Background: an optimization exercise with open tools, aiming at small area. Do not read the settings as production practice.
RTL that was checked went through simulation tests only; none was proved equivalent to the original.
Power figures rest on the tool's default switching activity, not on a simulated workload.

==> inputs of lagoon <==
==> flow/design.v (excerpt) <==
module UART_CONTROLLER 
  #(
    parameter rx_RING_SIZE =15,
    parameter tx_RING_SIZE = 15,
    parameter WORD_SIZE = 8
  )
  (
    input wire clk,
    input wire rst,
    input wire[WORD_SIZE-1:0] data_in,
    input wire write_nic,  
    input wire read_nic,  
    input wire rx,
    output reg[WORD_SIZE-1:0] data_out,
    output reg read_nic_i,  
    output wire tx
  );
  wire rx_data_i; wire[WORD_SIZE-1:0] rx_data;  
  reg tx_data_i; reg[WORD_SIZE-1:0] tx_data;  
  wire tx_avbl_i;
  reg[WORD_SIZE-1:0] rx_ring_buffer[rx_RING_SIZE-1:0];  
  reg[$clog2(rx_RING_SIZE)-1:0] rx_ring_size;  
  reg[$clog2(rx_RING_SIZE)-1:0] rx_read_ptr;  
  reg[$clog2(rx_RING_SIZE)-1:0] rx_write_ptr;  
  reg[WORD_SIZE-1:0] tx_ring_buffer[tx_RING_SIZE-1:0];  
  reg[$clog2(tx_RING_SIZE)-1:0] tx_ring_size;  
  reg[$clog2(tx_RING_SIZE)-1:0] tx_read_ptr;  
  reg[$clog2(tx_RING_SIZE)-1:0] tx_write_ptr;  
  UART_RECEIVER uart_receiver(
    .clk(clk), 
    .rst(rst), 
    .rx(rx), 
    .data_read(rx_data),
    .rx_avbl_i(rx_data_i)
  );
  UART_TRANSMITTER uart_transmitter(
    .clk(clk), 
    .rst(rst), 
    .data_send(tx_data),
    .tx_send_i(tx_data_i),
    .tx_avbl_i(tx_avbl_i),
    .tx(tx)
  );
  always @ (posedge clk) begin
    if (rst) begin
      rx_ring_size <= 0;
      rx_read_ptr <= 0;
      rx_write_ptr <= 0;
      read_nic_i <= 0;
      data_out <= 0;
    end else begin
      if (rx_data_i) begin  
        rx_ring_buffer[rx_write_ptr] <= rx_data;
        if (rx_write_ptr == (rx_RING_SIZE-1)) begin
          rx_write_ptr <= 0;
        end else begin
  ...
Settings: LEC_CHECK=0, CAP_MARGIN=20, CORE_MARGIN=2, CORE_UTILIZATION=40, SLEW_MARGIN=20; clock period 10.0 ns.
run.sh (not shown) runs the stock make flow with config.mk's settings and CLKGATE_MAP_FILE= SYNTH_SCRIPT=/design/flow/synth_recipe.tcl, a recipe that flattens the netlist after the stock synthesis.
==> juniper (differences from lagoon) <==
==> flow/design.v (replaced) <==
module UART_RECEIVER
  #(
    parameter WORD_SIZE = 8,
    parameter CLOCK_FREQ = 50000000,
    parameter BAUD_RATE = 1250000
  )
  (
    input wire clk,
    input wire rst,
    input wire rx,
    output reg[WORD_SIZE-1:0] data_read,
    output reg rx_avbl_i
  );
  localparam BAUD_LIMIT = CLOCK_FREQ / BAUD_RATE;
  localparam QTR_BAUD = BAUD_LIMIT / 4;
  localparam THR_QTR_BAUD = BAUD_LIMIT * 4 / 5;
  reg[5:0] baud_counter;    
  wire baud = (baud_counter == 0);
  wire qtr_baud = (baud_counter == QTR_BAUD);
  wire thr_qtr_baud = (baud_counter == THR_QTR_BAUD);
  reg[2:0] STATE;
  localparam IDLE = 0;
  localparam START = 1;
  localparam WAIT = 2;
  localparam LISTEN = 3;
  localparam STOP = 4;
  localparam SECONDWAIT = 5;
  reg[2:0] bit_counter;
  reg prev_rx;
  wire negedge_rx = (prev_rx && ~rx);
  always @ (posedge clk) begin
    if (rst) begin
      STATE <= IDLE;
      bit_counter <= 0;
      rx_avbl_i <= 0;
      baud_counter <= 0;
    end else if (STATE != IDLE) begin
      if (baud_counter == BAUD_LIMIT) begin
        baud_counter <= 0;
      end else begin
        baud_counter <= (baud_counter + 1);
      end
    end else begin
      baud_counter <= 0;
    end
    if (baud && ~rst) begin
      case (STATE)
        IDLE: begin
          if (negedge_rx) begin
            STATE <= START;
            baud_counter <= 1;
          end
        end
        START: begin
          STATE <= WAIT;
        end
        WAIT: begin
        end
        LISTEN: begin
          data_read <= {data_read[WORD_SIZE-2:0], rx};
          if (bit_counter == (WORD_SIZE-1)) begin
            bit_counter <= 0;
            STATE <= STOP;
          end else begin
            bit_counter <= (bit_counter + 1);
          end
        end
        STOP: begin
          if (rx) begin
            rx_avbl_i <= 1;
          end else begin
            rx_avbl_i <= 0;
          end
          STATE <= SECONDWAIT;
        end
        default: begin
          STATE <= IDLE;
        end
      endcase
    end else if (qtr_baud) begin
      case (STATE)
        WAIT: begin
          STATE <= LISTEN;
          baud_counter <= 0;
        end
        default: begin
        end
      endcase
    end else if (thr_qtr_baud) begin
      case (STATE)
        SECONDWAIT: begin
          STATE <= IDLE;
        end
      endcase
    end
    if (rx_avbl_i) begin
      rx_avbl_i <= 0;
    end
    prev_rx <= rx;
  end
endmodule
module UART_TRANSMITTER
  #(
    parameter WORD_SIZE = 8,
    parameter CLOCK_FREQ = 50000000,
    parameter BAUD_RATE = 1250000
  )
  (
    input wire clk,
    input wire rst,
    input wire[WORD_SIZE-1:0] data_send,
    input wire tx_send_i,
    output reg tx_avbl_i,
    output reg tx
  );
  wire baud; 
  localparam BAUD_LIMIT = CLOCK_FREQ / BAUD_RATE;
  localparam TWO_BAUD_LIMIT = 2 * BAUD_LIMIT;  
  reg[6:0] baud_counter;    
  assign baud = (baud_counter == 0);
  reg[$clog2(WORD_SIZE)-1:0] bit_counter;
  reg[1:0] STATE;
  localparam IDLE = 0;
  localparam START = 1;
  localparam TRANSMIT = 2;
  localparam DONE = 3;
  always @ (posedge clk) begin
    if (rst) begin
      baud_counter <= 0;
    end else begin
      case (STATE)
        IDLE: begin
          if (baud || baud_counter == TWO_BAUD_LIMIT) begin
            baud_counter <= 0;
          end else begin
            baud_counter <= (baud_counter + 1);
          end
        end
        START: begin
          if (baud_counter == BAUD_LIMIT) begin
            baud_counter <= 0;
          end else begin
            baud_counter <= (baud_counter + 1);
          end
        end
        TRANSMIT: begin
          if (baud_counter == BAUD_LIMIT) begin
            baud_counter <= 0;
          end else begin
            baud_counter <= (baud_counter + 1);
          end
        end
        DONE: begin
          if (baud_counter == BAUD_LIMIT) begin
            baud_counter <= 0;
          end else begin
            baud_counter <= (baud_counter + 1);
          end
        end
      endcase
    end
  end
  always @ (posedge clk) begin
    if (rst) begin
      STATE <= IDLE;
      bit_counter <= 0;
      tx <= 1;
    end else begin
      case (STATE) 
        IDLE: begin 
          if (baud) begin
            if (tx_send_i) begin
              STATE <= START;
            end
            tx <= 1;
          end
        end
        START: begin
          tx <= 0;
          STATE <= TRANSMIT;
        end
        TRANSMIT: begin 
          if (baud) begin
            tx <= data_send[WORD_SIZE-bit_counter-1];
            if (bit_counter == (WORD_SIZE-1)) begin
              bit_counter <= 0;
              STATE <= DONE;
            end else begin
              bit_counter <= (bit_counter + 1);
              STATE <= TRANSMIT;
            end
        end
        end
        DONE: begin
          if (baud) begin
            tx <= 1;
            STATE <= IDLE;
          end
        end
      endcase
    end
  end
  always @ (posedge clk) begin
    if (rst) begin
      tx_avbl_i <= 0;
    end else begin
      case (STATE) 
        IDLE: begin 
          if (baud && ~tx_send_i) begin
            tx_avbl_i <= 1;
          end else begin
            tx_avbl_i <= 0;
          end
        end
        default: begin
          tx_avbl_i <= 0;
        end
      endcase
    end
  end
endmodule
module UART_CONTROLLER
  #(
    parameter rx_RING_SIZE =15,
    parameter tx_RING_SIZE = 15,
    parameter WORD_SIZE = 8
  )
  (
    input wire clk,
    input wire rst,
    input wire[WORD_SIZE-1:0] data_in,
    input wire write_nic,
    input wire read_nic,
    input wire rx,
    output reg[WORD_SIZE-1:0] data_out,
    output reg read_nic_i,
    output wire tx
  );
  wire rx_data_i; wire[WORD_SIZE-1:0] rx_data;
  reg tx_data_i; reg[WORD_SIZE-1:0] tx_data;
  wire tx_avbl_i;
  UART_RECEIVER uart_receiver(
    .clk(clk),
    .rst(rst),
    .rx(rx),
    .data_read(rx_data),
    .rx_avbl_i(rx_data_i)
  );
  UART_TRANSMITTER uart_transmitter(
    .clk(clk),
    .rst(rst),
    .data_send(tx_data),
    .tx_send_i(tx_data_i),
    .tx_avbl_i(tx_avbl_i),
    .tx(tx)
  );
  reg[WORD_SIZE-1:0] rx_q[0:14];    
  reg[3:0] rx_ring_size;
  reg[3:0] rx_dist;                 
  integer i;
  always @ (posedge clk) begin
    if (rx_data_i) begin
      rx_q[0] <= rx_data;
      for (i = 1; i < 15; i = i + 1) rx_q[i] <= rx_q[i-1];
    end
  end
  reg[WORD_SIZE-1:0] rx_head;
  always @* begin
    case (rx_dist)
      4'd0: rx_head = rx_q[14];
      4'd1: rx_head = rx_q[0];
      4'd2: rx_head = rx_q[1];
      4'd3: rx_head = rx_q[2];
      4'd4: rx_head = rx_q[3];
      4'd5: rx_head = rx_q[4];
      4'd6: rx_head = rx_q[5];
      4'd7: rx_head = rx_q[6];
      4'd8: rx_head = rx_q[7];
      4'd9: rx_head = rx_q[8];
      4'd10: rx_head = rx_q[9];
      4'd11: rx_head = rx_q[10];
      4'd12: rx_head = rx_q[11];
      4'd13: rx_head = rx_q[12];
      default: rx_head = rx_q[13];
    endcase
  end
  wire rx_full = (rx_ring_size == 4'd15);
  wire[3:0] rx_size1 = (rx_data_i && !rx_full) ? rx_ring_size + 4'd1 : rx_ring_size;
  wire rx_inc = rx_data_i;
  wire rx_dec = read_nic | (rx_data_i & rx_full);
  always @ (posedge clk) begin
    if (rst) begin
      rx_ring_size <= 0;
      rx_dist <= 0;
      read_nic_i <= 0;
      data_out <= 0;
    end else begin
      read_nic_i <= (rx_size1 != 0) && !read_nic_i && !read_nic;
      rx_ring_size <= read_nic ? rx_size1 - 4'd1 : rx_size1;
      if (rx_inc && !rx_dec)
        rx_dist <= (rx_dist == 4'd14) ? 4'd0 : rx_dist + 4'd1;
      else if (rx_dec && !rx_inc)
        rx_dist <= (rx_dist == 4'd0) ? 4'd14 : rx_dist - 4'd1;
      if (read_nic) data_out <= rx_head;
    end
  end
  reg[WORD_SIZE-1:0] tx_q[0:14];    
  reg[3:0] tx_ring_size;
  always @ (posedge clk) begin
    if (write_nic) begin
      tx_q[0] <= data_in;
      for (i = 1; i < 15; i = i + 1) tx_q[i] <= tx_q[i-1];
    end
  end
  reg[WORD_SIZE-1:0] tx_head;
  always @* begin
    case (tx_ring_size)
      4'd1: tx_head = tx_q[0];
      4'd2: tx_head = tx_q[1];
      4'd3: tx_head = tx_q[2];
      4'd4: tx_head = tx_q[3];
      4'd5: tx_head = tx_q[4];
      4'd6: tx_head = tx_q[5];
      4'd7: tx_head = tx_q[6];
      4'd8: tx_head = tx_q[7];
      4'd9: tx_head = tx_q[8];
      4'd10: tx_head = tx_q[9];
      4'd11: tx_head = tx_q[10];
      4'd12: tx_head = tx_q[11];
      4'd13: tx_head = tx_q[12];
      4'd14: tx_head = tx_q[13];
      default: tx_head = tx_q[14];
    endcase
  end
  wire take = (tx_ring_size != 0) && tx_avbl_i && !tx_data_i;
  wire[3:0] tx_size1 = take ? tx_ring_size - 4'd1 : tx_ring_size;
  always @ (posedge clk) begin
    if (take) tx_data <= tx_head;
    if (rst) begin
      tx_ring_size <= 0;
      tx_data_i <= 0;
    end else begin
      tx_data_i <= take;
      tx_ring_size <= (write_nic && tx_size1 != 4'd15) ? tx_size1 + 4'd1 : tx_size1;
    end
  end
endmodule
==> run notes <==
| item | juniper | lagoon |
|---|---|---|
| Final period util | 34.19% | 38.49% |
| Drt first pass iters | 5 | 4 |
| Routed len/inst | 18.15 µm | 18.16 µm |
| Critical Path Start | data_out[4] | write_nic |
| Distinct cells, synth | 74 | 70 |
| Type of the setup path with the least slack | register to output port | input port to register |
| Register fraction of the total cell area | 61.38% | 57.68% |
| Per-instance average area after synthesis | 14.47 µm² | 14.10 µm² |
| Pwr Density | 239.9 nW/µm² | 211.3 nW/µm² |
| Worst Path Buf+Inv | 1 | 2 |
| Max Fanout on Critical Path | 2 | 11 |
| Met2 capacity usage during global routing | 22.57% | 24.21% |
| Result of the run | timing/DRC/antenna clean | timing/DRC/antenna clean |
Only the layout flow was run in juniper; the RTL was not checked for function there.

==> what the ideal ports hide <==
The flow's constraints put no driver on any port. The routed layouts listed below were extracted and timed again, unchanged, in two steps.
Step 1 sets driving cells, clkbuf_16 on the clock port and buf_2 on the other inputs (assumed; they add their load-dependent delay and slew).
Step 2 times the ports against the registers' clock, not the clock port: input delays grow and output delays shrink by t, the midpoint of the rising clock arrivals with the driver on.
Three values: no drivers, after step 1, after step 2; two values: the first two.
run | shift t [ns] | slack for setup (ns) | clock arrival spread, ns | worst slew at a driven data input, ns
lagoon | 0.563 | 6.151 / 6.161 / 5.598 | 0.027 / 0.028 | 0.05
juniper | 0.551 | 6.581 / 6.534 / 6.060 | 0.024 / 0.024 | 0.03
After both steps every run listed still meets setup and hold. The setup slack of lagoon, which loses most, moves by +0.010 ns with the drivers and by -0.553 ns with both steps.
